Background: an optimization exercise with open tools, aiming at small area and a short achievable clock period. Do not read the settings as production practice.
In this exercise RTL edits were held to simulation tests only and were not proved equivalent to the original.
Power is estimated from default activity; no workload was simulated.

## flow/design.v

```verilog
`default_nettype none
module g_inv (input wire a, output wire y);
  assign y = ~a;
endmodule
module g_buf (input wire a, output wire y);
  assign y = a;
endmodule
module g_nand2 (input wire a, b, output wire y);
  assign y = ~(a & b);
endmodule
module g_nor2 (input wire a, b, output wire y);
  assign y = ~(a | b);
endmodule
module g_and2 (input wire a, b, output wire y);
  assign y = a & b;
endmodule
module g_or2 (input wire a, b, output wire y);
  assign y = a | b;
endmodule
module g_nand3 (input wire a, b, c, output wire y);
  assign y = ~(a & b & c);
endmodule
module g_nor3 (input wire a, b, c, output wire y);
  assign y = ~(a | b | c);
endmodule
module g_nand4 (input wire a, b, c, d, output wire y);
  assign y = ~(a & b & c & d);
endmodule
module g_nor4 (input wire a, b, c, d, output wire y);
  assign y = ~(a | b | c | d);
endmodule
module g_xor2 (input wire a, b, output wire y);
  assign y = a ^ b;
endmodule
module g_xnor2 (input wire a, b, output wire y);
  assign y = ~(a ^ b);
endmodule
module g_a21oi (input wire a1, a2, b1, output wire y);
  assign y = ~((a1 & a2) | b1);
endmodule
module g_o21ai (input wire a1, a2, b1, output wire y);
  assign y = ~((a1 | a2) & b1);
endmodule
module g_a22oi (input wire a1, a2, b1, b2, output wire y);
  assign y = ~((a1 & a2) | (b1 & b2));
endmodule
module g_o22ai (input wire a1, a2, b1, b2, output wire y);
  assign y = ~((a1 | a2) & (b1 | b2));
endmodule
module g_a2bb2oi (input wire a1n, a2n, b1, b2, output wire y);
  assign y = ~((~a1n & ~a2n) | (b1 & b2));
endmodule
module g_o31ai (input wire a1, a2, a3, b1, output wire y);
  assign y = ~((a1 | a2 | a3) & b1);
endmodule
module g_o41ai (input wire a1, a2, a3, a4, b1, output wire y);
  assign y = ~((a1 | a2 | a3 | a4) & b1);
endmodule
module alu (
  input  logic clk, rst,
  input  logic [31:0] in1, in2,
  input  logic fue,
  input  logic [4:0] op,
  output logic [31:0] out,
  output logic [3:0] fout
);
  logic Ccur;
  assign Ccur = fout[1];
  logic valid, ar, arn, lg, inv, negb, nnegb, qn0, cin, cinn, cm0;
  logic sp, sg, sx, spn, sgn;
  assign lg    = ~op[4] &  op[3] &  (op[2] | op[1]);          
  assign valid = ~op[4] & ~(op[3] ? ~(op[2] | op[1]) : (op[2] & op[1]));
  assign ar    = ~op[4] & ~op[3] & ~(op[2] & op[1]) & (op[2] | op[1] | ~op[0]);  
  assign arn   = ~ar;
  logic o1, o1n, u, un;
  assign o1    = op[1];
  assign o1n   = ~op[1];
  assign u     = op[3] & ~op[2] & ~op[0];
  assign un    = ~u;
  assign inv   = ~op[1] | u;                                  
  logic invn;
  assign invn  = ~inv;
  assign negb  = op[0] & ~op[3] & (~op[2] | Ccur);             
  assign nnegb = ~negb;
  assign qn0   = ~(inv & nnegb);
  assign cin   = ~op[3] & (~op[1] | (op[0] & Ccur));          
  assign cinn  = ~cin;
  assign cm0   = cin & ar;
  assign sp    = valid & ~(op[3] & op[2] & ~op[1]);           
  assign sg    = lg & ((op[1] & op[0] & ~op[2]) | (op[2] & ~op[1]));    
  assign sx    = valid & ((~op[3] & ~op[2] & ~op[1] & op[0]) | (op[3] & ~op[2] & op[1] & ~op[0])
                          | (op[3] & op[2] & ~op[1] & ~op[0]) | (op[3] & op[2] & op[1] & op[0]));  
  assign spn   = ~sp;
  assign sgn   = ~sg;
  wire n1, n101, n103, n105, n107, n109, n11, n111, n113, n115, n117, n119;
  wire n121, n123, n125, n127, n129, n13, n131, n133, n135, n137, n139, n141;
  wire n143, n145, n147, n149, n15, n151, n153, n155, n157, n159, n161, n163;
  wire n165, n167, n169, n17, n171, n173, n175, n177, n179, n181, n183, n185;
  wire n187, n189, n19, n191, n193, n195, n197, n199, n201, n203, n205, n207;
  wire n209, n21, n211, n213, n215, n217, n219, n221, n223, n225, n227, n229;
  wire n23, n231, n233, n235, n237, n239, n241, n243, n245, n247, n249, n25;
  wire n251, n253, n255, n257, n259, n261, n263, n265, n267, n269, n27, n271;
  wire n273, n275, n277, n279, n281, n283, n285, n287, n289, n29, n291, n293;
  wire n295, n297, n299, n3, n301, n303, n305, n307, n309, n31, n311, n313;
  wire n315, n317, n319, n321, n323, n325, n327, n329, n33, n331, n333, n335;
  wire n337, n339, n341, n343, n345, n347, n349, n35, n351, n353, n355, n357;
  wire n359, n361, n363, n365, n367, n369, n37, n371, n373, n375, n377, n379;
  wire n381, n383, n385, n387, n389, n39, n391, n393, n395, n397, n399, n401;
  wire n403, n405, n407, n409, n41, n411, n413, n415, n417, n419, n421, n423;
  wire n425, n427, n429, n43, n431, n433, n435, n437, n439, n441, n443, n445;
  wire n447, n449, n45, n451, n453, n455, n457, n460, n462, n465, n467, n47;
  wire n470, n472, n475, n477, n480, n482, n485, n487, n49, n490, n492, n495;
  wire n497, n5, n500, n502, n505, n507, n51, n510, n512, n515, n517, n520;
  wire n522, n525, n527, n53, n530, n532, n535, n537, n540, n542, n545, n547;
  wire n55, n550, n552, n555, n557, n560, n562, n565, n567, n57, n570, n572;
  wire n575, n577, n580, n582, n585, n587, n59, n590, n592, n595, n597, n600;
  wire n602, n605, n607, n61, n610, n612, n63, n65, n67, n69, n7, n71;
  wire n73, n75, n77, n79, n81, n83, n85, n87, n89, n9, n91, n93;
  wire n95, n97, n99;
  g_nor4 u2 (.a(in2[0]), .b(in2[1]), .c(in2[2]), .d(in2[3]), .y(n1));
  g_nor4 u4 (.a(in2[4]), .b(in2[5]), .c(in2[6]), .d(in2[7]), .y(n3));
  g_nor4 u6 (.a(in2[8]), .b(in2[9]), .c(in2[10]), .d(in2[11]), .y(n5));
  g_nor4 u8 (.a(in2[12]), .b(in2[13]), .c(in2[14]), .d(in2[15]), .y(n7));
  g_nor4 u10 (.a(in2[16]), .b(in2[17]), .c(in2[18]), .d(in2[19]), .y(n9));
  g_nor4 u12 (.a(in2[20]), .b(in2[21]), .c(in2[22]), .d(in2[23]), .y(n11));
  g_nor4 u14 (.a(in2[24]), .b(in2[25]), .c(in2[26]), .d(in2[27]), .y(n13));
  g_nand4 u16 (.a(n1), .b(n3), .c(n5), .d(n7), .y(n15));
  g_nor2 u18 (.a(nnegb), .b(n15), .y(n17));
  g_nand2 u20 (.a(negb), .b(n1), .y(n19));
  g_nand3 u22 (.a(negb), .b(n1), .c(n3), .y(n21));
  g_nand4 u24 (.a(negb), .b(n1), .c(n3), .d(n5), .y(n23));
  g_inv u26 (.a(n17), .y(n25));
  g_nand2 u28 (.a(n17), .b(n9), .y(n27));
  g_nand3 u30 (.a(n17), .b(n9), .c(n11), .y(n29));
  g_nand4 u32 (.a(n17), .b(n9), .c(n11), .d(n13), .y(n31));
  g_xnor2 b_0 (.a(in2[0]), .b(qn0), .y(n33));
  g_xnor2 p_0 (.a(in1[0]), .b(n33), .y(n35));
  g_nand2 g_0 (.a(in1[0]), .b(n33), .y(n37));
  g_o21ai q_1 (.a1(nnegb), .a2(in2[0]), .b1(inv), .y(n39));
  g_xnor2 b_1 (.a(in2[1]), .b(n39), .y(n41));
  g_xnor2 p_1 (.a(in1[1]), .b(n41), .y(n43));
  g_nand2 g_1 (.a(in1[1]), .b(n41), .y(n45));
  g_o31ai q_2 (.a1(nnegb), .a2(in2[0]), .a3(in2[1]), .b1(inv), .y(n47));
  g_xnor2 b_2 (.a(in2[2]), .b(n47), .y(n49));
  g_xnor2 p_2 (.a(in1[2]), .b(n49), .y(n51));
  g_nand2 g_2 (.a(in1[2]), .b(n49), .y(n53));
  g_o41ai q_3 (.a1(nnegb), .a2(in2[0]), .a3(in2[1]), .a4(in2[2]), .b1(inv), .y(n55));
  g_xnor2 b_3 (.a(in2[3]), .b(n55), .y(n57));
  g_xnor2 p_3 (.a(in1[3]), .b(n57), .y(n59));
  g_nand2 g_3 (.a(in1[3]), .b(n57), .y(n61));
  g_nand2 q_4 (.a(n19), .b(inv), .y(n63));
  g_xnor2 b_4 (.a(in2[4]), .b(n63), .y(n65));
  g_xnor2 p_4 (.a(in1[4]), .b(n65), .y(n67));
  g_nand2 g_4 (.a(in1[4]), .b(n65), .y(n69));
  g_o21ai q_5 (.a1(n19), .a2(in2[4]), .b1(inv), .y(n71));
  g_xnor2 b_5 (.a(in2[5]), .b(n71), .y(n73));
  g_xnor2 p_5 (.a(in1[5]), .b(n73), .y(n75));
  g_nand2 g_5 (.a(in1[5]), .b(n73), .y(n77));
  g_o31ai q_6 (.a1(n19), .a2(in2[4]), .a3(in2[5]), .b1(inv), .y(n79));
  g_xnor2 b_6 (.a(in2[6]), .b(n79), .y(n81));
  g_xnor2 p_6 (.a(in1[6]), .b(n81), .y(n83));
  g_nand2 g_6 (.a(in1[6]), .b(n81), .y(n85));
  g_o41ai q_7 (.a1(n19), .a2(in2[4]), .a3(in2[5]), .a4(in2[6]), .b1(inv), .y(n87));
  g_xnor2 b_7 (.a(in2[7]), .b(n87), .y(n89));
  g_xnor2 p_7 (.a(in1[7]), .b(n89), .y(n91));
  g_nand2 g_7 (.a(in1[7]), .b(n89), .y(n93));
  g_nand2 q_8 (.a(n21), .b(inv), .y(n95));
  g_xnor2 b_8 (.a(in2[8]), .b(n95), .y(n97));
  g_xnor2 p_8 (.a(in1[8]), .b(n97), .y(n99));
  g_nand2 g_8 (.a(in1[8]), .b(n97), .y(n101));
  g_o21ai q_9 (.a1(n21), .a2(in2[8]), .b1(inv), .y(n103));
  g_xnor2 b_9 (.a(in2[9]), .b(n103), .y(n105));
  g_xnor2 p_9 (.a(in1[9]), .b(n105), .y(n107));
  g_nand2 g_9 (.a(in1[9]), .b(n105), .y(n109));
  g_o31ai q_10 (.a1(n21), .a2(in2[8]), .a3(in2[9]), .b1(inv), .y(n111));
  g_xnor2 b_10 (.a(in2[10]), .b(n111), .y(n113));
  g_xnor2 p_10 (.a(in1[10]), .b(n113), .y(n115));
  g_nand2 g_10 (.a(in1[10]), .b(n113), .y(n117));
  g_o41ai q_11 (.a1(n21), .a2(in2[8]), .a3(in2[9]), .a4(in2[10]), .b1(inv), .y(n119));
  g_xnor2 b_11 (.a(in2[11]), .b(n119), .y(n121));
  g_xnor2 p_11 (.a(in1[11]), .b(n121), .y(n123));
  g_nand2 g_11 (.a(in1[11]), .b(n121), .y(n125));
  g_nand2 q_12 (.a(n23), .b(inv), .y(n127));
  g_xnor2 b_12 (.a(in2[12]), .b(n127), .y(n129));
  g_xnor2 p_12 (.a(in1[12]), .b(n129), .y(n131));
  g_nand2 g_12 (.a(in1[12]), .b(n129), .y(n133));
  g_o21ai q_13 (.a1(n23), .a2(in2[12]), .b1(inv), .y(n135));
  g_xnor2 b_13 (.a(in2[13]), .b(n135), .y(n137));
  g_xnor2 p_13 (.a(in1[13]), .b(n137), .y(n139));
  g_nand2 g_13 (.a(in1[13]), .b(n137), .y(n141));
  g_o31ai q_14 (.a1(n23), .a2(in2[12]), .a3(in2[13]), .b1(inv), .y(n143));
  g_xnor2 b_14 (.a(in2[14]), .b(n143), .y(n145));
  g_xnor2 p_14 (.a(in1[14]), .b(n145), .y(n147));
  g_nand2 g_14 (.a(in1[14]), .b(n145), .y(n149));
  g_o41ai q_15 (.a1(n23), .a2(in2[12]), .a3(in2[13]), .a4(in2[14]), .b1(inv), .y(n151));
  g_xnor2 b_15 (.a(in2[15]), .b(n151), .y(n153));
  g_xnor2 p_15 (.a(in1[15]), .b(n153), .y(n155));
  g_nand2 g_15 (.a(in1[15]), .b(n153), .y(n157));
  g_nand2 q_16 (.a(n25), .b(inv), .y(n159));
  g_xnor2 b_16 (.a(in2[16]), .b(n159), .y(n161));
  g_xnor2 p_16 (.a(in1[16]), .b(n161), .y(n163));
  g_nand2 g_16 (.a(in1[16]), .b(n161), .y(n165));
  g_o21ai q_17 (.a1(n25), .a2(in2[16]), .b1(inv), .y(n167));
  g_xnor2 b_17 (.a(in2[17]), .b(n167), .y(n169));
  g_xnor2 p_17 (.a(in1[17]), .b(n169), .y(n171));
  g_nand2 g_17 (.a(in1[17]), .b(n169), .y(n173));
  g_o31ai q_18 (.a1(n25), .a2(in2[16]), .a3(in2[17]), .b1(inv), .y(n175));
  g_xnor2 b_18 (.a(in2[18]), .b(n175), .y(n177));
  g_xnor2 p_18 (.a(in1[18]), .b(n177), .y(n179));
  g_nand2 g_18 (.a(in1[18]), .b(n177), .y(n181));
  g_o41ai q_19 (.a1(n25), .a2(in2[16]), .a3(in2[17]), .a4(in2[18]), .b1(inv), .y(n183));
  g_xnor2 b_19 (.a(in2[19]), .b(n183), .y(n185));
  g_xnor2 p_19 (.a(in1[19]), .b(n185), .y(n187));
  g_nand2 g_19 (.a(in1[19]), .b(n185), .y(n189));
  g_nand2 q_20 (.a(n27), .b(inv), .y(n191));
  g_xnor2 b_20 (.a(in2[20]), .b(n191), .y(n193));
  g_xnor2 p_20 (.a(in1[20]), .b(n193), .y(n195));
  g_nand2 g_20 (.a(in1[20]), .b(n193), .y(n197));
  g_o21ai q_21 (.a1(n27), .a2(in2[20]), .b1(inv), .y(n199));
  g_xnor2 b_21 (.a(in2[21]), .b(n199), .y(n201));
  g_xnor2 p_21 (.a(in1[21]), .b(n201), .y(n203));
  g_nand2 g_21 (.a(in1[21]), .b(n201), .y(n205));
  g_o31ai q_22 (.a1(n27), .a2(in2[20]), .a3(in2[21]), .b1(inv), .y(n207));
  g_xnor2 b_22 (.a(in2[22]), .b(n207), .y(n209));
  g_xnor2 p_22 (.a(in1[22]), .b(n209), .y(n211));
  g_nand2 g_22 (.a(in1[22]), .b(n209), .y(n213));
  g_o41ai q_23 (.a1(n27), .a2(in2[20]), .a3(in2[21]), .a4(in2[22]), .b1(inv), .y(n215));
  g_xnor2 b_23 (.a(in2[23]), .b(n215), .y(n217));
  g_xnor2 p_23 (.a(in1[23]), .b(n217), .y(n219));
  g_nand2 g_23 (.a(in1[23]), .b(n217), .y(n221));
  g_nand2 q_24 (.a(n29), .b(inv), .y(n223));
  g_xnor2 b_24 (.a(in2[24]), .b(n223), .y(n225));
  g_xnor2 p_24 (.a(in1[24]), .b(n225), .y(n227));
  g_nand2 g_24 (.a(in1[24]), .b(n225), .y(n229));
  g_o21ai q_25 (.a1(n29), .a2(in2[24]), .b1(inv), .y(n231));
  g_xnor2 b_25 (.a(in2[25]), .b(n231), .y(n233));
  g_xnor2 p_25 (.a(in1[25]), .b(n233), .y(n235));
  g_nand2 g_25 (.a(in1[25]), .b(n233), .y(n237));
  g_o31ai q_26 (.a1(n29), .a2(in2[24]), .a3(in2[25]), .b1(inv), .y(n239));
  g_xnor2 b_26 (.a(in2[26]), .b(n239), .y(n241));
  g_xnor2 p_26 (.a(in1[26]), .b(n241), .y(n243));
  g_nand2 g_26 (.a(in1[26]), .b(n241), .y(n245));
  g_o41ai q_27 (.a1(n29), .a2(in2[24]), .a3(in2[25]), .a4(in2[26]), .b1(inv), .y(n247));
  g_xnor2 b_27 (.a(in2[27]), .b(n247), .y(n249));
  g_xnor2 p_27 (.a(in1[27]), .b(n249), .y(n251));
  g_nand2 g_27 (.a(in1[27]), .b(n249), .y(n253));
  g_nand2 q_28 (.a(n31), .b(inv), .y(n255));
  g_xnor2 b_28 (.a(in2[28]), .b(n255), .y(n257));
  g_xnor2 p_28 (.a(in1[28]), .b(n257), .y(n259));
  g_nand2 g_28 (.a(in1[28]), .b(n257), .y(n261));
  g_o21ai q_29 (.a1(n31), .a2(in2[28]), .b1(inv), .y(n263));
  g_xnor2 b_29 (.a(in2[29]), .b(n263), .y(n265));
  g_xnor2 p_29 (.a(in1[29]), .b(n265), .y(n267));
  g_nand2 g_29 (.a(in1[29]), .b(n265), .y(n269));
  g_o31ai q_30 (.a1(n31), .a2(in2[28]), .a3(in2[29]), .b1(inv), .y(n271));
  g_xnor2 b_30 (.a(in2[30]), .b(n271), .y(n273));
  g_xnor2 p_30 (.a(in1[30]), .b(n273), .y(n275));
  g_nand2 g_30 (.a(in1[30]), .b(n273), .y(n277));
  g_o41ai q_31 (.a1(n31), .a2(in2[28]), .a3(in2[29]), .a4(in2[30]), .b1(inv), .y(n279));
  g_xnor2 b_31 (.a(in2[31]), .b(n279), .y(n281));
  g_xnor2 p_31 (.a(in1[31]), .b(n281), .y(n283));
  g_nand2 g_31 (.a(in1[31]), .b(n281), .y(n285));
  g_o21ai u288 (.a1(n35), .a2(cinn), .b1(n37), .y(n287));
  g_inv u290 (.a(n287), .y(n289));
  g_o21ai u292 (.a1(n43), .a2(n289), .b1(n45), .y(n291));
  g_o21ai u294 (.a1(n59), .a2(n53), .b1(n61), .y(n293));
  g_nor2 u296 (.a(n59), .b(n51), .y(n295));
  g_o21ai u298 (.a1(n75), .a2(n69), .b1(n77), .y(n297));
  g_nor2 u300 (.a(n75), .b(n67), .y(n299));
  g_o21ai u302 (.a1(n91), .a2(n85), .b1(n93), .y(n301));
  g_nor2 u304 (.a(n91), .b(n83), .y(n303));
  g_o21ai u306 (.a1(n107), .a2(n101), .b1(n109), .y(n305));
  g_nor2 u308 (.a(n107), .b(n99), .y(n307));
  g_o21ai u310 (.a1(n123), .a2(n117), .b1(n125), .y(n309));
  g_nor2 u312 (.a(n123), .b(n115), .y(n311));
  g_o21ai u314 (.a1(n139), .a2(n133), .b1(n141), .y(n313));
  g_nor2 u316 (.a(n139), .b(n131), .y(n315));
  g_o21ai u318 (.a1(n155), .a2(n149), .b1(n157), .y(n317));
  g_nor2 u320 (.a(n155), .b(n147), .y(n319));
  g_o21ai u322 (.a1(n171), .a2(n165), .b1(n173), .y(n321));
  g_nor2 u324 (.a(n171), .b(n163), .y(n323));
  g_o21ai u326 (.a1(n187), .a2(n181), .b1(n189), .y(n325));
  g_nor2 u328 (.a(n187), .b(n179), .y(n327));
  g_o21ai u330 (.a1(n203), .a2(n197), .b1(n205), .y(n329));
  g_nor2 u332 (.a(n203), .b(n195), .y(n331));
  g_o21ai u334 (.a1(n219), .a2(n213), .b1(n221), .y(n333));
  g_nor2 u336 (.a(n219), .b(n211), .y(n335));
  g_o21ai u338 (.a1(n235), .a2(n229), .b1(n237), .y(n337));
  g_nor2 u340 (.a(n235), .b(n227), .y(n339));
  g_o21ai u342 (.a1(n251), .a2(n245), .b1(n253), .y(n341));
  g_nor2 u344 (.a(n251), .b(n243), .y(n343));
  g_o21ai u346 (.a1(n267), .a2(n261), .b1(n269), .y(n345));
  g_nor2 u348 (.a(n267), .b(n259), .y(n347));
  g_a21oi u350 (.a1(n295), .a2(n291), .b1(n293), .y(n349));
  g_a21oi u352 (.a1(n303), .a2(n297), .b1(n301), .y(n351));
  g_nand2 u354 (.a(n303), .b(n299), .y(n353));
  g_a21oi u356 (.a1(n311), .a2(n305), .b1(n309), .y(n355));
  g_nand2 u358 (.a(n311), .b(n307), .y(n357));
  g_a21oi u360 (.a1(n319), .a2(n313), .b1(n317), .y(n359));
  g_nand2 u362 (.a(n319), .b(n315), .y(n361));
  g_a21oi u364 (.a1(n327), .a2(n321), .b1(n325), .y(n363));
  g_nand2 u366 (.a(n327), .b(n323), .y(n365));
  g_a21oi u368 (.a1(n335), .a2(n329), .b1(n333), .y(n367));
  g_nand2 u370 (.a(n335), .b(n331), .y(n369));
  g_a21oi u372 (.a1(n343), .a2(n337), .b1(n341), .y(n371));
  g_nand2 u374 (.a(n343), .b(n339), .y(n373));
  g_o21ai u376 (.a1(n353), .a2(n349), .b1(n351), .y(n375));
  g_o21ai u378 (.a1(n361), .a2(n355), .b1(n359), .y(n377));
  g_nor2 u380 (.a(n361), .b(n357), .y(n379));
  g_o21ai u382 (.a1(n369), .a2(n363), .b1(n367), .y(n381));
  g_nor2 u384 (.a(n369), .b(n365), .y(n383));
  g_a21oi u386 (.a1(n379), .a2(n375), .b1(n377), .y(n385));
  g_inv u388 (.a(n385), .y(n387));
  g_a21oi u390 (.a1(n383), .a2(n387), .b1(n381), .y(n389));
  g_inv u392 (.a(n375), .y(n391));
  g_o21ai u394 (.a1(n357), .a2(n391), .b1(n355), .y(n393));
  g_o21ai u396 (.a1(n365), .a2(n385), .b1(n363), .y(n395));
  g_o21ai u398 (.a1(n373), .a2(n389), .b1(n371), .y(n397));
  g_inv u400 (.a(n349), .y(n399));
  g_a21oi u402 (.a1(n299), .a2(n399), .b1(n297), .y(n401));
  g_a21oi u404 (.a1(n307), .a2(n375), .b1(n305), .y(n403));
  g_a21oi u406 (.a1(n315), .a2(n393), .b1(n313), .y(n405));
  g_a21oi u408 (.a1(n323), .a2(n387), .b1(n321), .y(n407));
  g_a21oi u410 (.a1(n331), .a2(n395), .b1(n329), .y(n409));
  g_inv u412 (.a(n389), .y(n411));
  g_a21oi u414 (.a1(n339), .a2(n411), .b1(n337), .y(n413));
  g_a21oi u416 (.a1(n347), .a2(n397), .b1(n345), .y(n415));
  g_inv u418 (.a(n291), .y(n417));
  g_o21ai u420 (.a1(n51), .a2(n417), .b1(n53), .y(n419));
  g_o21ai u422 (.a1(n67), .a2(n349), .b1(n69), .y(n421));
  g_o21ai u424 (.a1(n83), .a2(n401), .b1(n85), .y(n423));
  g_o21ai u426 (.a1(n99), .a2(n391), .b1(n101), .y(n425));
  g_o21ai u428 (.a1(n115), .a2(n403), .b1(n117), .y(n427));
  g_inv u430 (.a(n393), .y(n429));
  g_o21ai u432 (.a1(n131), .a2(n429), .b1(n133), .y(n431));
  g_o21ai u434 (.a1(n147), .a2(n405), .b1(n149), .y(n433));
  g_o21ai u436 (.a1(n163), .a2(n385), .b1(n165), .y(n435));
  g_o21ai u438 (.a1(n179), .a2(n407), .b1(n181), .y(n437));
  g_inv u440 (.a(n395), .y(n439));
  g_o21ai u442 (.a1(n195), .a2(n439), .b1(n197), .y(n441));
  g_o21ai u444 (.a1(n211), .a2(n409), .b1(n213), .y(n443));
  g_o21ai u446 (.a1(n227), .a2(n389), .b1(n229), .y(n445));
  g_o21ai u448 (.a1(n243), .a2(n413), .b1(n245), .y(n447));
  g_inv u450 (.a(n397), .y(n449));
  g_o21ai u452 (.a1(n259), .a2(n449), .b1(n261), .y(n451));
  g_o21ai u454 (.a1(n275), .a2(n415), .b1(n277), .y(n453));
  g_o22ai l_0 (.a1(n35), .a2(spn), .b1(n37), .b2(sgn), .y(n455));
  g_a21oi m_0 (.a1(in1[0]), .a2(sx), .b1(cm0), .y(n457));
  g_xnor2 o_0 (.a(n455), .b(n457), .y(out[0]));
  g_o22ai l_1 (.a1(n43), .a2(spn), .b1(n45), .b2(sgn), .y(n460));
  g_a22oi m_1 (.a1(n287), .a2(ar), .b1(in1[1]), .b2(sx), .y(n462));
  g_xnor2 o_1 (.a(n460), .b(n462), .y(out[1]));
  g_o22ai l_2 (.a1(n51), .a2(spn), .b1(n53), .b2(sgn), .y(n465));
  g_a22oi m_2 (.a1(n291), .a2(ar), .b1(in1[2]), .b2(sx), .y(n467));
  g_xnor2 o_2 (.a(n465), .b(n467), .y(out[2]));
  g_o22ai l_3 (.a1(n59), .a2(spn), .b1(n61), .b2(sgn), .y(n470));
  g_a22oi m_3 (.a1(n419), .a2(ar), .b1(in1[3]), .b2(sx), .y(n472));
  g_xnor2 o_3 (.a(n470), .b(n472), .y(out[3]));
  g_o22ai l_4 (.a1(n67), .a2(spn), .b1(n69), .b2(sgn), .y(n475));
  g_a2bb2oi m_4 (.a1n(n349), .a2n(arn), .b1(in1[4]), .b2(sx), .y(n477));
  g_xnor2 o_4 (.a(n475), .b(n477), .y(out[4]));
  g_o22ai l_5 (.a1(n75), .a2(spn), .b1(n77), .b2(sgn), .y(n480));
  g_a22oi m_5 (.a1(n421), .a2(ar), .b1(in1[5]), .b2(sx), .y(n482));
  g_xnor2 o_5 (.a(n480), .b(n482), .y(out[5]));
  g_o22ai l_6 (.a1(n83), .a2(spn), .b1(n85), .b2(sgn), .y(n485));
  g_a2bb2oi m_6 (.a1n(n401), .a2n(arn), .b1(in1[6]), .b2(sx), .y(n487));
  g_xnor2 o_6 (.a(n485), .b(n487), .y(out[6]));
  g_o22ai l_7 (.a1(n91), .a2(spn), .b1(n93), .b2(sgn), .y(n490));
  g_a22oi m_7 (.a1(n423), .a2(ar), .b1(in1[7]), .b2(sx), .y(n492));
  g_xnor2 o_7 (.a(n490), .b(n492), .y(out[7]));
  g_o22ai l_8 (.a1(n99), .a2(spn), .b1(n101), .b2(sgn), .y(n495));
  g_a22oi m_8 (.a1(n375), .a2(ar), .b1(in1[8]), .b2(sx), .y(n497));
  g_xnor2 o_8 (.a(n495), .b(n497), .y(out[8]));
  g_o22ai l_9 (.a1(n107), .a2(spn), .b1(n109), .b2(sgn), .y(n500));
  g_a22oi m_9 (.a1(n425), .a2(ar), .b1(in1[9]), .b2(sx), .y(n502));
  g_xnor2 o_9 (.a(n500), .b(n502), .y(out[9]));
  g_o22ai l_10 (.a1(n115), .a2(spn), .b1(n117), .b2(sgn), .y(n505));
  g_a2bb2oi m_10 (.a1n(n403), .a2n(arn), .b1(in1[10]), .b2(sx), .y(n507));
  g_xnor2 o_10 (.a(n505), .b(n507), .y(out[10]));
  g_o22ai l_11 (.a1(n123), .a2(spn), .b1(n125), .b2(sgn), .y(n510));
  g_a22oi m_11 (.a1(n427), .a2(ar), .b1(in1[11]), .b2(sx), .y(n512));
  g_xnor2 o_11 (.a(n510), .b(n512), .y(out[11]));
  g_o22ai l_12 (.a1(n131), .a2(spn), .b1(n133), .b2(sgn), .y(n515));
  g_a22oi m_12 (.a1(n393), .a2(ar), .b1(in1[12]), .b2(sx), .y(n517));
  g_xnor2 o_12 (.a(n515), .b(n517), .y(out[12]));
  g_o22ai l_13 (.a1(n139), .a2(spn), .b1(n141), .b2(sgn), .y(n520));
  g_a22oi m_13 (.a1(n431), .a2(ar), .b1(in1[13]), .b2(sx), .y(n522));
  g_xnor2 o_13 (.a(n520), .b(n522), .y(out[13]));
  g_o22ai l_14 (.a1(n147), .a2(spn), .b1(n149), .b2(sgn), .y(n525));
  g_a2bb2oi m_14 (.a1n(n405), .a2n(arn), .b1(in1[14]), .b2(sx), .y(n527));
  g_xnor2 o_14 (.a(n525), .b(n527), .y(out[14]));
  g_o22ai l_15 (.a1(n155), .a2(spn), .b1(n157), .b2(sgn), .y(n530));
  g_a22oi m_15 (.a1(n433), .a2(ar), .b1(in1[15]), .b2(sx), .y(n532));
  g_xnor2 o_15 (.a(n530), .b(n532), .y(out[15]));
  g_o22ai l_16 (.a1(n163), .a2(spn), .b1(n165), .b2(sgn), .y(n535));
  g_a2bb2oi m_16 (.a1n(n385), .a2n(arn), .b1(in1[16]), .b2(sx), .y(n537));
  g_xnor2 o_16 (.a(n535), .b(n537), .y(out[16]));
  g_o22ai l_17 (.a1(n171), .a2(spn), .b1(n173), .b2(sgn), .y(n540));
  g_a22oi m_17 (.a1(n435), .a2(ar), .b1(in1[17]), .b2(sx), .y(n542));
  g_xnor2 o_17 (.a(n540), .b(n542), .y(out[17]));
  g_o22ai l_18 (.a1(n179), .a2(spn), .b1(n181), .b2(sgn), .y(n545));
  g_a2bb2oi m_18 (.a1n(n407), .a2n(arn), .b1(in1[18]), .b2(sx), .y(n547));
  g_xnor2 o_18 (.a(n545), .b(n547), .y(out[18]));
  g_o22ai l_19 (.a1(n187), .a2(spn), .b1(n189), .b2(sgn), .y(n550));
  g_a22oi m_19 (.a1(n437), .a2(ar), .b1(in1[19]), .b2(sx), .y(n552));
  g_xnor2 o_19 (.a(n550), .b(n552), .y(out[19]));
  g_o22ai l_20 (.a1(n195), .a2(spn), .b1(n197), .b2(sgn), .y(n555));
  g_a22oi m_20 (.a1(n395), .a2(ar), .b1(in1[20]), .b2(sx), .y(n557));
  g_xnor2 o_20 (.a(n555), .b(n557), .y(out[20]));
  g_o22ai l_21 (.a1(n203), .a2(spn), .b1(n205), .b2(sgn), .y(n560));
  g_a22oi m_21 (.a1(n441), .a2(ar), .b1(in1[21]), .b2(sx), .y(n562));
  g_xnor2 o_21 (.a(n560), .b(n562), .y(out[21]));
  g_o22ai l_22 (.a1(n211), .a2(spn), .b1(n213), .b2(sgn), .y(n565));
  g_a2bb2oi m_22 (.a1n(n409), .a2n(arn), .b1(in1[22]), .b2(sx), .y(n567));
  g_xnor2 o_22 (.a(n565), .b(n567), .y(out[22]));
  g_o22ai l_23 (.a1(n219), .a2(spn), .b1(n221), .b2(sgn), .y(n570));
  g_a22oi m_23 (.a1(n443), .a2(ar), .b1(in1[23]), .b2(sx), .y(n572));
  g_xnor2 o_23 (.a(n570), .b(n572), .y(out[23]));
  g_o22ai l_24 (.a1(n227), .a2(spn), .b1(n229), .b2(sgn), .y(n575));
  g_a2bb2oi m_24 (.a1n(n389), .a2n(arn), .b1(in1[24]), .b2(sx), .y(n577));
  g_xnor2 o_24 (.a(n575), .b(n577), .y(out[24]));
  g_o22ai l_25 (.a1(n235), .a2(spn), .b1(n237), .b2(sgn), .y(n580));
  g_a22oi m_25 (.a1(n445), .a2(ar), .b1(in1[25]), .b2(sx), .y(n582));
  g_xnor2 o_25 (.a(n580), .b(n582), .y(out[25]));
  g_o22ai l_26 (.a1(n243), .a2(spn), .b1(n245), .b2(sgn), .y(n585));
  g_a2bb2oi m_26 (.a1n(n413), .a2n(arn), .b1(in1[26]), .b2(sx), .y(n587));
  g_xnor2 o_26 (.a(n585), .b(n587), .y(out[26]));
  g_o22ai l_27 (.a1(n251), .a2(spn), .b1(n253), .b2(sgn), .y(n590));
  g_a22oi m_27 (.a1(n447), .a2(ar), .b1(in1[27]), .b2(sx), .y(n592));
  g_xnor2 o_27 (.a(n590), .b(n592), .y(out[27]));
  g_o22ai l_28 (.a1(n259), .a2(spn), .b1(n261), .b2(sgn), .y(n595));
  g_a22oi m_28 (.a1(n397), .a2(ar), .b1(in1[28]), .b2(sx), .y(n597));
  g_xnor2 o_28 (.a(n595), .b(n597), .y(out[28]));
  g_o22ai l_29 (.a1(n267), .a2(spn), .b1(n269), .b2(sgn), .y(n600));
  g_a22oi m_29 (.a1(n451), .a2(ar), .b1(in1[29]), .b2(sx), .y(n602));
  g_xnor2 o_29 (.a(n600), .b(n602), .y(out[29]));
  g_o22ai l_30 (.a1(n275), .a2(spn), .b1(n277), .b2(sgn), .y(n605));
  g_a2bb2oi m_30 (.a1n(n415), .a2n(arn), .b1(in1[30]), .b2(sx), .y(n607));
  g_xnor2 o_30 (.a(n605), .b(n607), .y(out[30]));
  g_o22ai l_31 (.a1(n283), .a2(spn), .b1(n285), .b2(sgn), .y(n610));
  g_a22oi m_31 (.a1(n453), .a2(ar), .b1(in1[31]), .b2(sx), .y(n612));
  g_xnor2 o_31 (.a(n610), .b(n612), .y(out[31]));
  logic a, b, o, N, Z, C, V, bx, cv_on, subf;
  assign a = in1[31];
  assign b = in2[31];
  assign o = out[31];
  assign N = o;
  assign Z = ~|out;
  assign subf  = (op == 5'd4) | (op == 5'd5);
  assign cv_on = (op == 5'd2) | (op == 5'd3) | subf;
  assign bx = b ^ subf;
  assign C = cv_on & ((a & bx) | (a & ~o) | (bx & ~o));
  assign V = cv_on & (subf ? (b & (a ^ o)) : (~(a ^ b) & (a ^ o)));
  always_ff @(posedge rst, posedge clk)
    if (rst)
      fout <= 4'b0;
    else if (fue) begin
      if (valid)          fout[3:2] <= {N, Z};
      if (~op[4] & ~op[3] & ~(op[2] & op[1])) fout[1:0] <= {C, V};
    end
endmodule
```

## flow/flow/run.sh

```bash
#!/bin/bash
# Layout flow: the standard ORFS flow (standard.sh), with these changes:
#  - the port buffers are sky130_fd_sc_hd__buf_1 (the default choice is a
#    large delay cell);
#  - before floorplanning, every logic cell is set to drive strength 1
#    (flow/downsize.tcl), so that timing repair upsizes only what it needs;
set -euo pipefail
export BUFFER_PORTS_ARGS="-buffer_cell sky130_fd_sc_hd__buf_1"
export PRE_FLOORPLAN_TCL="$PWD/flow/downsize.tcl"
bash standard.sh synth > synth.log 2>&1
bash standard.sh cts SETUP_SLACK_MARGIN=1.2 > layout_cts.log 2>&1
bash standard.sh finish SETUP_SLACK_MARGIN=0.3 > layout_finish.log 2>&1
```

## flow/flow/downsize.tcl

```tcl
# Set every logic cell that synthesis mapped to a larger drive strength back
# to drive strength 1; timing repair later upsizes only where it is needed.
set db [ord::get_db]
set lib [lindex [$db getLibs] 0]
set n 0
foreach inst [[ord::get_db_block] getInsts] {
  set m [[$inst getMaster] getName]
  if {[regexp {^(sky130_fd_sc_hd__[a-z0-9]+)_([0-9]+)$} $m -> base size]} {
    if {$size > 1 && ![string match *df* $base] && ![string match *buf* $base]} {
      set target [$db findMaster ${base}_1]
      if {$target != "NULL" && $target != ""} {
        $inst swapMaster $target
        incr n
      }
    }
  }
}
puts "downsize: $n cells set to drive strength 1"
```

## flow/standard.sh

```bash
#!/bin/bash
# synth_recipe.tcl (not shown) runs the flow's synth.tcl, then flattens the netlist and writes it again
# the make line also repeats each setting of config.mk as NAME=value (left out here)
make -C /OpenROAD-flow-scripts/flow DESIGN_CONFIG=/design/flow/config.mk WORK_HOME=/design/flow/orfs CLKGATE_MAP_FILE= SYNTH_SCRIPT=/design/flow/synth_recipe.tcl "${@:-finish}"
```

## flow/config.mk

```make
export PLATFORM = sky130hd
export DESIGN_NAME = alu
export DESIGN_NICKNAME = alu
export VERILOG_FILES = /design/flow/design.v
export SDC_FILE = /design/flow/constraint.sdc
export NUM_CORES = 8
export LEC_CHECK = 0
export CAP_MARGIN = 20
export CORE_MARGIN = 2
export CORE_UTILIZATION = 55
export SETUP_SLACK_MARGIN = 1.2
export SLEW_MARGIN = 20
export SYNTH_HIERARCHICAL = 1
```

## flow/constraint.sdc

```tcl
create_clock -name core_clock -period 7.5 [get_ports {clk}]
set_input_delay 1.5000 -clock core_clock [delete_from_list [all_inputs] [get_ports {clk}]]
set_output_delay 1.5000 -clock core_clock [all_outputs]
set_load 0.01 [all_outputs]
```

==> summary.txt <==
[per-stage QoR]
step	instances	setup WS [ns]	power, µW	hold WS, ns
finish	568	1.06	440	0.500
global route	568	0.786	473	0.507
CTS	568	1.21	433	0.494
detailed placement	549	0.516	359	0.485
global placement	549	0.579	355	0.469
floorplan	389	1.21	269	0.497
[power by group]
| part | internal (µW) | switching [µW] |
|---|---|---|
| clock network | 34.3 | 12.0 |
| registers | 25.4 | 2.89 |
| logic | 149 | 217 |
[layout make-up]
class	count	area (µm²)
clock buffer	3	41.3
fill	364	1040
inverter	16	60.1
multi-input combinational	365	2540
sequential	4	100
tap	52	65.1
timing repair buffer	128	568
[worst max-delay path: stages]
cell and delay, ns:
buf_1 0.15, nor4_4 0.40, nand4_1 0.17, nor2_2 0.20, nand2_1 0.17, o31ai_2 0.34
xnor2_1 0.15, xnor2_1 0.24, nor2_1 0.10, a21oi_1 0.17, o21ai_1 0.12, a21oi_4 0.18
o21ai_1 0.13, a21oi_1 0.23, o21ai_1 0.13, a22oi_2 0.23, xnor2_2 0.17, buf_2 0.16
[cell usage in the layout, fill, tap and decap left out, drive strengths merged]
cell type  count
dfrtp          4
a22oi         21
o31ai         11
o22ai         32
xnor2         97
mux2           3
nand2b         1
a21oi         19
nand2         56
a2bb2oi       10
xor2           2
nand4          5
nand3          5
nor4b          1
nor3           2
o41ai          8
clkbuf         3
nor4          15
or3            1
o211ai         1
nand3b         1
inv           16
o21ai         48
ha             1
buf          128
nor2          25
[path summary, 6_finish.rpt]
| check | startpoint | to | slack [ns] | depth (start not counted) |
|---|---|---|---|---|
| max in group asynchronous | rst | fout[2] | 6.21 | 2 |
| worst max-delay path | in2[1] | out[31] | 1.06 | 18 |
| worst min-delay path | fout[3] | fout[3] | 0.50 | 1 |
| worst min register to register | fout[3] | fout[3] | 0.50 | 1 |
| worst max register to register | fout[1] | fout[2] | 3.16 | 23 |
| min in group asynchronous | rst | fout[0] | 1.13 | 2 |
[repair_timing]
| item | CTS | global route |
|---|---|---|
| setup buffers | 16 | 0 |
| endpoints found under the setup margin | 17 | 0 |
| resized for setup | 29 | 0 |
[routing by layer]
layer	vias up	routed length (µm)
met1	1636	3560
li1	1729	-
met3	20	626
met2	167	4240
met5	-	0
met4	0	129
==> results by group <==
Outcome
  – Status: complete, no violations

STA
  – RSZ-0062 raised after global routing: false
  – Fmax: roughly 0.16 GHz
  – Final setup fails: 0
  – Rel. slew slack: 0.435
  – Setup TNS: 0 ns
  – Final Hold Vio Count: 0
  – Slew Viols, Final: 0
  – Fin crit period: 6.44 ns
  – Final period util: 0.858
  – Actual slew at the worst max-slew pin: 0.847 ns
  – Clock Skew: 0.00466 ns

Die
  – Area of the core: roughly 0.0044 mm²
  – Rows: 24
  – Die width: 71.9 µm
  – Initial cell density of the core: 0.575
  – Die Area: approximately 0.0052 mm²
  – Ports: between 100 and 150
  – Die Height: approximately 72 µm

Placed design
  – Gpl congestion: 0.890
  – Placed cell area: 0.00306 mm²
  – Detailed placer's ending HPWL: 6.26 mm
  – I/O Buffers: between 100 and 150

Critical path
  – Crit path DAT: between 4 and 5 ns
  – Worst-path maximum fanout: 4
  – CP Data Required Time: 6.00 ns
  – CP Class: primary input to primary output
  – Critical Path Start Type: primary input
  – CP Capture Type: primary output

Finish
  – Largest Register: fout
  – Share of post-route cells with drive strength above 1: 0.112
  – Finished Cell Area: 0.00338 mm²
  – Max reg flops: 4
  – Top Registers: fout: 4 flops
  – NumNets Final: 591
  – Finished Core Util: 0.765
  – Diode count: 0

CTS
  – Max H-tree Level: 1
  – Max clock buf depth: 2
  – Cts hold-fix bufs: 0
  – CTS tree: yes
  – Num CTS Buffers: 3
  – Clock root buffer: clkbuf_8
  – Clock sink count: 4
  – Clock latency (worst-skew pair): between 0.2 and 0.25 ns
  – Clock transition at path regs: 0.04 ns

Global routing
  – Largest net degree at the start of global routing: 33
  – Met1 usage: 0.408
  – First-pass GRT wire length: 13.6 mm
  – Met2 Use GR: 0.579
  – Initial antenna violation count: 0
  – Global-route usage over all layers: 0.317
  – GRT busiest layer: met2
  – Vias in the first global route: 3163
  – GR Util met3: 0.0181
  – Grt total ovfl: 0

Route
  – # DRC: 0
  – Routed WL: ~8.6 mm
  – Wire per inst: 15.1 µm
  – Final ANT Viol Nets: 0
  – Vias/cell: 6.25
  – Drt first-iter violations: 208
  – Total number of vias: 3552
  – Pre-antenna DRT Iters: 5

Power and ir drop
  – Max VDD drop: 0.120 mV
  – Power Density: 130 mW/mm²
  – Leakage: 0.00109 µW

Logic synthesis
  – Ys Warns: 7
  – Post-Syn Nets: 462
  – Post-Syn Instances: 389

Hold path
  – Worst hold path type: flip-flop to flip-flop

Job
  – Max Cap Viol: 0

[what the ideal ports hide]
Ports are ideal in the flow. The routed layout listed here was re-timed in OpenROAD. Step 1: set_driving_cell puts a clkbuf_16 on clk and a buf_2 on each other input, an assumption about the parent block. Step 2 also shifts input and output timing later by t, the mid clock arrival at the registers, as if the neighbouring blocks saw the same clock. Three values: no drivers, after step 1, after step 2; two values: the first two.
shift t [ns]: 0.234
setup slack, ns: 1.063 / 1.036 / 1.036
worst register clock-pin slew, ns: 0.04 / 0.04
After both steps this run still meets setup and hold. The setup slack of this run moves by -0.027 ns with the drivers and by -0.027 ns with both steps.
